Source: an optimization exercise on an open RTL-to-GDS flow (aim: small area and a short achievable clock period). Production flows keep margins and buffers that such runs may drop. At most, simulation tests tie the RTL to the original design; equivalence was not proved. Power figures rest on the tool's default switching activity, not on a simulated workload.

==> try-ember: inputs <==
Design neurona_capa_1, start of the top module:
module neurona_capa_1(
    weight_0, weight_1, weight_2, weight_3, weight_4, weight_5, weight_6, weight_7, weight_8, weight_9, weight_10, weight_11, weight_12, weight_13, weight_14, weight_15, weight_16, weight_17, weight_18, weight_19, weight_20, weight_21, weight_22, weight_23, weight_24, weight_25, weight_26, weight_27, weight_28, weight_29, weight_30, weight_31, weight_32, weight_33, weight_34, weight_35, weight_36, weight_37, weight_38, weight_39, weight_40, weight_41, weight_42, weight_43, weight_44, weight_45, weight_46, weight_47, weight_48,
    pixel_0, pixel_1, pixel_2, pixel_3, pixel_4, pixel_5, pixel_6, pixel_7, pixel_8, pixel_9, pixel_10, pixel_11, pixel_12, pixel_13, pixel_14, pixel_15, pixel_16, pixel_17, pixel_18, pixel_19, pixel_20, pixel_21, pixel_22, pixel_23, pixel_24, pixel_25, pixel_26, pixel_27, pixel_28, pixel_29, pixel_30, pixel_31, pixel_32, pixel_33, pixel_34, pixel_35, pixel_36, pixel_37, pixel_38, pixel_39, pixel_40, pixel_41, pixel_42, pixel_43, pixel_44, pixel_45, pixel_46, pixel_47, pixel_48,
    clk, out
);
==> flow/config.mk <==
export PLATFORM = sky130hd
export DESIGN_NAME = neurona_capa_1
export DESIGN_NICKNAME = neurona_capa_1
export VERILOG_FILES = /design/flow/design.v
export SDC_FILE = /design/flow/constraint.sdc
export NUM_CORES = 4
export LEC_CHECK = 0
export CAP_MARGIN = 20
export CORE_MARGIN = 2
export CORE_UTILIZATION = 40
export CTS_BUF_LIST = sky130_fd_sc_hd__clkbuf_4 sky130_fd_sc_hd__clkbuf_8
export SLEW_MARGIN = 20
export SYNTH_HIERARCHICAL = 1
export SYNTH_MINIMUM_KEEP_SIZE = 0
==> flow/constraint.sdc <==
create_clock -name core_clock -period 8.0 [get_ports {clk}]
set_input_delay 1.6000 -clock core_clock [delete_from_list [all_inputs] [get_ports {clk}]]
set_output_delay 1.6000 -clock core_clock [all_outputs]
set_load 0.01 [all_outputs]
standard.sh (not shown) runs the stock make flow with config.mk's settings and CLKGATE_MAP_FILE= SYNTH_SCRIPT=/design/flow/synth_recipe.tcl, a recipe that flattens the netlist after the stock synthesis.
==> flow/flow/run.sh <==
#!/bin/bash
# Own layout flow: the standard flow (standard.sh, unchanged synthesis),
# with two changes: the port buffers buffer_ports inserts are buf_1 cells
# (timing repair resizes them where needed), and the setup repair margin is
# 0 ns for the pre-placement repair in floorplan and 4.7 ns for the
# repairs after clock-tree synthesis and global routing, so that gates are
# upsized from placed timing rather than from the wire-less estimate.
set -euo pipefail
export BUFFER_PORTS_ARGS="-buffer_cell sky130_fd_sc_hd__buf_1"
SETUP_SLACK_MARGIN=0 bash standard.sh synth floorplan > standard_floorplan.log 2>&1
SETUP_SLACK_MARGIN=4.7 bash standard.sh > standard.log 2>&1
==> inputs of try-umber, as changes to try-ember <==
--- a/flow/design.v
+++ b/flow/design.v
@@ -834,47 +834,53 @@
     wire g680;
     wire h681;
     wire g682;
     wire h683;
     wire g684;
     wire h685;
     wire g686;
-    wire p687;
-    wire p688;
-    wire p689;
-    wire p690;
+    wire h687;
+    wire g688;
+    wire h689;
+    wire g690;
     wire p691;
     wire p692;
     wire p693;
     wire p694;
     wire p695;
     wire p696;
     wire p697;
     wire p698;
     wire p699;
     wire p700;
     wire p701;
-    wire x702;
-    wire x703;
-    wire x704;
-    wire x705;
-    wire h706;
-    wire g707;
-    wire h708;
-    wire g709;
+    wire p702;
+    wire p703;
+    wire p704;
+    wire p705;
+    wire p706;
+    wire p707;
+    wire p708;
+    wire p709;
     wire p710;
     wire p711;
     wire p712;
     wire p713;
     wire p714;
     wire p715;
     wire p716;
-    wire x717;
-    wire x718;
+    wire p717;
+    wire p718;
     wire x719;
+    wire x720;
+    wire x721;
+    wire x722;
+    wire x723;
+    wire x724;
+    wire x725;
     nxn2 u_x1 (.a(nb_0[4]), .b(nb_10[4]), .y(x1));
     assign p2 = nb_0[4] | nb_10[4];
     nxn2 u_x3 (.a(nb_0[5]), .b(nb_10[5]), .y(x3));
     assign p4 = nb_0[5] | nb_10[5];
     nfa u_s5 (.a(nb_0[0]), .b(nb_10[0]), .ci(nb_11[0]), .s(s5), .co(c6));
     nfa u_s7 (.a(nb_12[0]), .b(nb_13[0]), .ci(nb_14[0]), .s(s7), .co(c8));
     nfa u_s9 (.a(nb_15[0]), .b(nb_16[0]), .ci(nb_17[0]), .s(s9), .co(c10));
@@ -1257,90 +1263,114 @@
     nx2 u_x669 (.a(c646), .b(x667), .y(x669));
     nx2 u_x670 (.a(x668), .b(x669), .y(x670));
     nx2 u_x671 (.a(c648), .b(c650), .y(x671));
     nx2 u_x672 (.a(x670), .b(x671), .y(x672));
     nx2 u_x673 (.a(c652), .b(x672), .y(x673));
     nx2 u_x674 (.a(x673), .b(c654), .y(x674));
     nx2 u_x675 (.a(x674), .b(g658), .y(x675));
-    nx2 u_x676 (.a(c656), .b(x675), .y(x676));
     nha u_h677 (.a(r1[2]), .b(h531), .s(h677), .co(g678));
     nha u_h679 (.a(s537), .b(h539), .s(h679), .co(g680));
     nha u_h681 (.a(s553), .b(h555), .s(h681), .co(g682));
     nha u_h683 (.a(s575), .b(h577), .s(h683), .co(g684));
     nha u_h685 (.a(s601), .b(h603), .s(h685), .co(g686));
-    assign p687 = g680 | (h679 & g678);
-    assign p688 = h679 & h677;
-    assign p689 = g682 | (h681 & g680);
-    assign p690 = h681 & h679;
-    assign p691 = g684 | (h683 & g682);
-    assign p692 = h683 & h681;
-    assign p693 = g686 | (h685 & g684);
-    assign p694 = h685 & h683;
-    assign p695 = p689 | (p690 & g678);
-    assign p696 = p691 | (p692 & p687);
-    assign p697 = p692 & p688;
-    assign p698 = p693 | (p694 & p689);
-    assign p699 = p694 & p690;
-    assign p700 = p698 | (p699 & g678);
-    assign p701 = ~h677;
-    nxn2 u_x702 (.a(h679), .b(g678), .y(x702));
-    nxn2 u_x703 (.a(h681), .b(p687), .y(x703));
-    nxn2 u_x704 (.a(h683), .b(p695), .y(x704));
-    nxn2 u_x705 (.a(h685), .b(p696), .y(x705));
-    reg r2_h629;
-    reg r2_s627;
+    nha u_h687 (.a(h629), .b(s627), .s(h687), .co(g688));
+    assign p691 = g680 | (h679 & g678);
+    assign p692 = g682 | (h681 & g680);
+    assign p693 = h681 & h679;
+    assign p694 = g684 | (h683 & g682);
+    assign p695 = h683 & h681;
+    assign p696 = g686 | (h685 & g684);
+    assign p697 = h685 & h683;
+    assign p698 = g688 | (h687 & g686);
+    assign p699 = h687 & h685;
+    assign p704 = p692 | (p693 & g678);
+    assign p705 = p694 | (p695 & p691);
+    assign p706 = p696 | (p697 & p692);
+    assign p707 = p697 & p693;
+    assign p718 = ~h677;
+    nxn2 u_x719 (.a(h679), .b(g678), .y(x719));
+    nxn2 u_x720 (.a(h681), .b(p691), .y(x720));
+    nxn2 u_x721 (.a(h683), .b(p704), .y(x721));
+    nxn2 u_x722 (.a(h685), .b(p705), .y(x722));
+    reg r2_c656;
+    reg r2_x675;
     reg r2_h657;
     reg r2_s655;
-    reg r2_p700;
-    reg r2_x676;
-    reg r2_p701;
-    reg r2_x702;
-    reg r2_x703;
-    reg r2_x704;
-    reg r2_x705;
+    reg r2_g688;
+    reg r2_h687;
+    reg r2_p698;
+    reg r2_p699;
+    reg r2_p694;
+    reg r2_p695;
+    reg r2_p696;
+    reg r2_p697;
+    reg r2_p706;
+    reg r2_p707;
+    reg r2_g678;
+    reg r2_p691;
+    reg r2_p704;
+    reg r2_p705;
+    reg r2_p718;
+    reg r2_x719;
+    reg r2_x720;
+    reg r2_x721;
+    reg r2_x722;
     always @(posedge clk) begin
-        r2_h629 <= h629;
-        r2_s627 <= s627;
+        r2_c656 <= c656;
+        r2_x675 <= x675;
         r2_h657 <= h657;
         r2_s655 <= s655;
-        r2_p700 <= p700;
-        r2_x676 <= x676;
-        r2_p701 <= p701;
-        r2_x702 <= x702;
-        r2_x703 <= x703;
-        r2_x704 <= x704;
-        r2_x705 <= x705;
+        r2_g688 <= g688;
+        r2_h687 <= h687;
+        r2_p698 <= p698;
+        r2_p699 <= p699;
+        r2_p694 <= p694;
+        r2_p695 <= p695;
+        r2_p696 <= p696;
+        r2_p697 <= p697;
+        r2_p706 <= p706;
+        r2_p707 <= p707;
+        r2_g678 <= g678;
+        r2_p691 <= p691;
+        r2_p704 <= p704;
+        r2_p705 <= p705;
+        r2_p718 <= p718;
+        r2_x719 <= x719;
+        r2_x720 <= x720;
+        r2_x721 <= x721;
+        r2_x722 <= x722;
     end
-    nha u_h706 (.a(r2_h629), .b(r2_s627), .s(h706), .co(g707));
-    nha u_h708 (.a(r2_h657), .b(r2_s655), .s(h708), .co(g709));
-    assign p710 = g707 | (h706 & r2_p700);
-    assign p711 = g709 | (h708 & g707);
-    assign p712 = h708 & h706;
-    assign p713 = r2_x676 & g709;
-    assign p714 = r2_x676 & h708;
-    assign p715 = p711 | (p712 & r2_p700);
-    assign p716 = p713 | (p714 & p710);
-    nxn2 u_x717 (.a(h706), .b(r2_p700), .y(x717));
-    nxn2 u_x718 (.a(h708), .b(p710), .y(x718));
-    nxn2 u_x719 (.a(r2_x676), .b(p715), .y(x719));
-    assign out = {x719, x718, x717, r2_x705, r2_x704, r2_x703, r2_x702, r2_p701};
+    nx2 u_x676 (.a(r2_c656), .b(r2_x675), .y(x676));
+    nha u_h689 (.a(r2_h657), .b(r2_s655), .s(h689), .co(g690));
+    assign p700 = g690 | (h689 & r2_g688);
+    assign p701 = h689 & r2_h687;
+    assign p702 = x676 & g690;
+    assign p703 = x676 & h689;
+    assign p708 = r2_p698 | (r2_p699 & r2_p694);
+    assign p709 = r2_p699 & r2_p695;
+    assign p710 = p700 | (p701 & r2_p696);
+    assign p711 = p701 & r2_p697;
+    assign p712 = p702 | (p703 & r2_p698);
+    assign p713 = p703 & r2_p699;
+    assign p714 = r2_p706 | (r2_p707 & r2_g678);
+    assign p715 = p708 | (p709 & r2_p691);
+    assign p716 = p710 | (p711 & r2_p704);
+    assign p717 = p712 | (p713 & r2_p705);
+    nxn2 u_x723 (.a(r2_h687), .b(p714), .y(x723));
+    nxn2 u_x724 (.a(h689), .b(p715), .y(x724));
+    nxn2 u_x725 (.a(x676), .b(p716), .y(x725));
+    assign out = {x725, x724, x723, r2_x722, r2_x721, r2_x720, r2_x719, r2_p718};
 endmodule
 module nfa(input wire a, input wire b, input wire ci, output wire s, output wire co);
     assign s = a ^ b ^ ci;
     assign co = (a & b) | (a & ci) | (b & ci);
 endmodule
 module nha(input wire a, input wire b, output wire s, output wire co);
     assign s = a ^ b;
     assign co = a & b;
 endmodule
 module nx2(input wire a, input wire b, output wire y);
     assign y = a ^ b;
 endmodule
-module nmx(input wire s, input wire a, input wire b, output wire y);
-    assign y = s ? b : a;
-endmodule
-module nmj(input wire a, input wire b, input wire c, output wire y);
-    assign y = (a & b) | (a & c) | (b & c);
-endmodule
 module nxn2(input wire a, input wire b, output wire y);
     assign y = ~(a ^ b);
 endmodule
==> flow/flow/run.sh (replaced) <==
#!/bin/bash
# Own layout flow: the standard flow (standard.sh, unchanged synthesis),
# except that the port buffers buffer_ports inserts are buf_1 cells rather
# than the default it picks; timing repair resizes them where needed.
set -euo pipefail
export BUFFER_PORTS_ARGS="-buffer_cell sky130_fd_sc_hd__buf_1"
bash standard.sh > standard.log 2>&1
Settings changed: CTS_BUF_LIST sky130_fd_sc_hd__clkbuf_4 sky130_fd_sc_hd__clkbuf_8 to not set, SETUP_SLACK_MARGIN set to 5.0.
==> results_tabular.tex <==
\begin{tabular}{lr}
\hline
Metric & Value \\
\hline
\multicolumn{2}{l}{\textbf{Status}} \\
\quad Status & no timing/DRC/antenna violations \\
\multicolumn{2}{l}{\textbf{Placement}} \\
\quad Number of instances in the placed design & 1,718 \\
\quad Gpl congestion & 0.945 \\
\multicolumn{2}{l}{\textbf{Power}} \\
\quad Switching portion of total power & 0.433 \\
\quad Power Clock & 448 µW \\
\quad Part of the total power dissipated in combinational logic & 0.788 \\
\quad Total net switching power & 3.22 mW \\
\multicolumn{2}{l}{\textbf{Detailed routing}} \\
\quad Detailed-route vias per instance & 4.82 \\
\multicolumn{2}{l}{\textbf{STA}} \\
\quad Final worst slack & 4.75 ns \\
\multicolumn{2}{l}{\textbf{Yosys}} \\
\quad Synthesized-area fraction occupied by xor and xnor cells & 0.0845 \\
\quad Cells taking the most area after synthesis & fa\_1 52\%, dfxtp\_1 21\%, nand2\_1 14\% \\
\multicolumn{2}{l}{\textbf{Finish}} \\
\quad Layout Utilization & 0.598 \\
\multicolumn{2}{l}{\textbf{Die}} \\
\quad CORE AREA & 26,800 µm² \\
\hline
\end{tabular}
-- figures above: try-umber

==> results_tabular.tex <==
\begin{tabular}{lr}
\hline
Metric & Value \\
\hline
\multicolumn{2}{l}{\textbf{STA}} \\
\quad Final worst slack & 4.73 ns \\
\multicolumn{2}{l}{\textbf{Die}} \\
\quad Number of tapcells & 335 \\
\quad CORE AREA & 26,000 µm² \\
\multicolumn{2}{l}{\textbf{Finish}} \\
\quad Number of clock-tree buffers in the layout & 12 \\
\quad Layout Utilization & 0.495 \\
\multicolumn{2}{l}{\textbf{Power}} \\
\quad Part of the total power dissipated in combinational logic & 0.761 \\
\quad Total net switching power & 2.32 mW \\
\quad Switching portion of total power & 0.442 \\
\multicolumn{2}{l}{\textbf{Worst setup path}} \\
\quad CP startpoint & pixel\_30 \\
\quad Worst setup endpoint & r1[89] \\
\quad Worst path top cell family by delay & adder cells \\
\multicolumn{2}{l}{\textbf{Detailed routing}} \\
\quad Detailed-route vias per instance & 4.85 \\
\multicolumn{2}{l}{\textbf{Yosys}} \\
\quad Cells taking the most area after synthesis & fa\_1 53\%, dfxtp\_1 19\%, nand2\_1 14\% \\
\multicolumn{2}{l}{\textbf{Status}} \\
\quad Status & no timing/DRC/antenna violations \\
\multicolumn{2}{l}{\textbf{Placement}} \\
\quad Gpl congestion & 1.01 \\
\hline
\end{tabular}
-- figures above: try-ember

Only the layout flow was run in try-ember; the RTL was not checked for function there.

## separate check: timing with driven ports
No port has a modelled driver above. Below, the same layouts with a new extraction and two added sets of constraints. Step 1 (the two cells are an assumption about what drives the block):
set clk [get_ports {clk}]
set_driving_cell -lib_cell sky130_fd_sc_hd__clkbuf_16 $clk
set_driving_cell -lib_cell sky130_fd_sc_hd__buf_2 [delete_from_list [all_inputs] $clk]
Step 2 adds t to the input delays and takes it off the output delays; t is the mean of the earliest and latest rising clock arrival at the registers after step 1. Input paths then give back, and output paths get back, about the clock's delay inside the block. Three values: no drivers, after step 1, after step 2; two values: the first two.
| run | t (ns) | slack for setup (ns) | hold slack, ns | latest minus earliest clock arrival (ns) |
|---|---|---|---|---|
| try-ember | 0.402 | 4.732 / 4.746 / 4.343 | 0.525 / 0.525 / 0.525 | 0.015 / 0.015 |
| try-umber | 0.394 | 4.753 / 4.753 / 4.367 | 0.517 / 0.517 / 0.517 | 0.012 / 0.012 |
After both steps every run listed still meets setup and hold. The setup slack of try-ember, which loses most, moves by +0.014 ns with the drivers and by -0.389 ns with both steps.
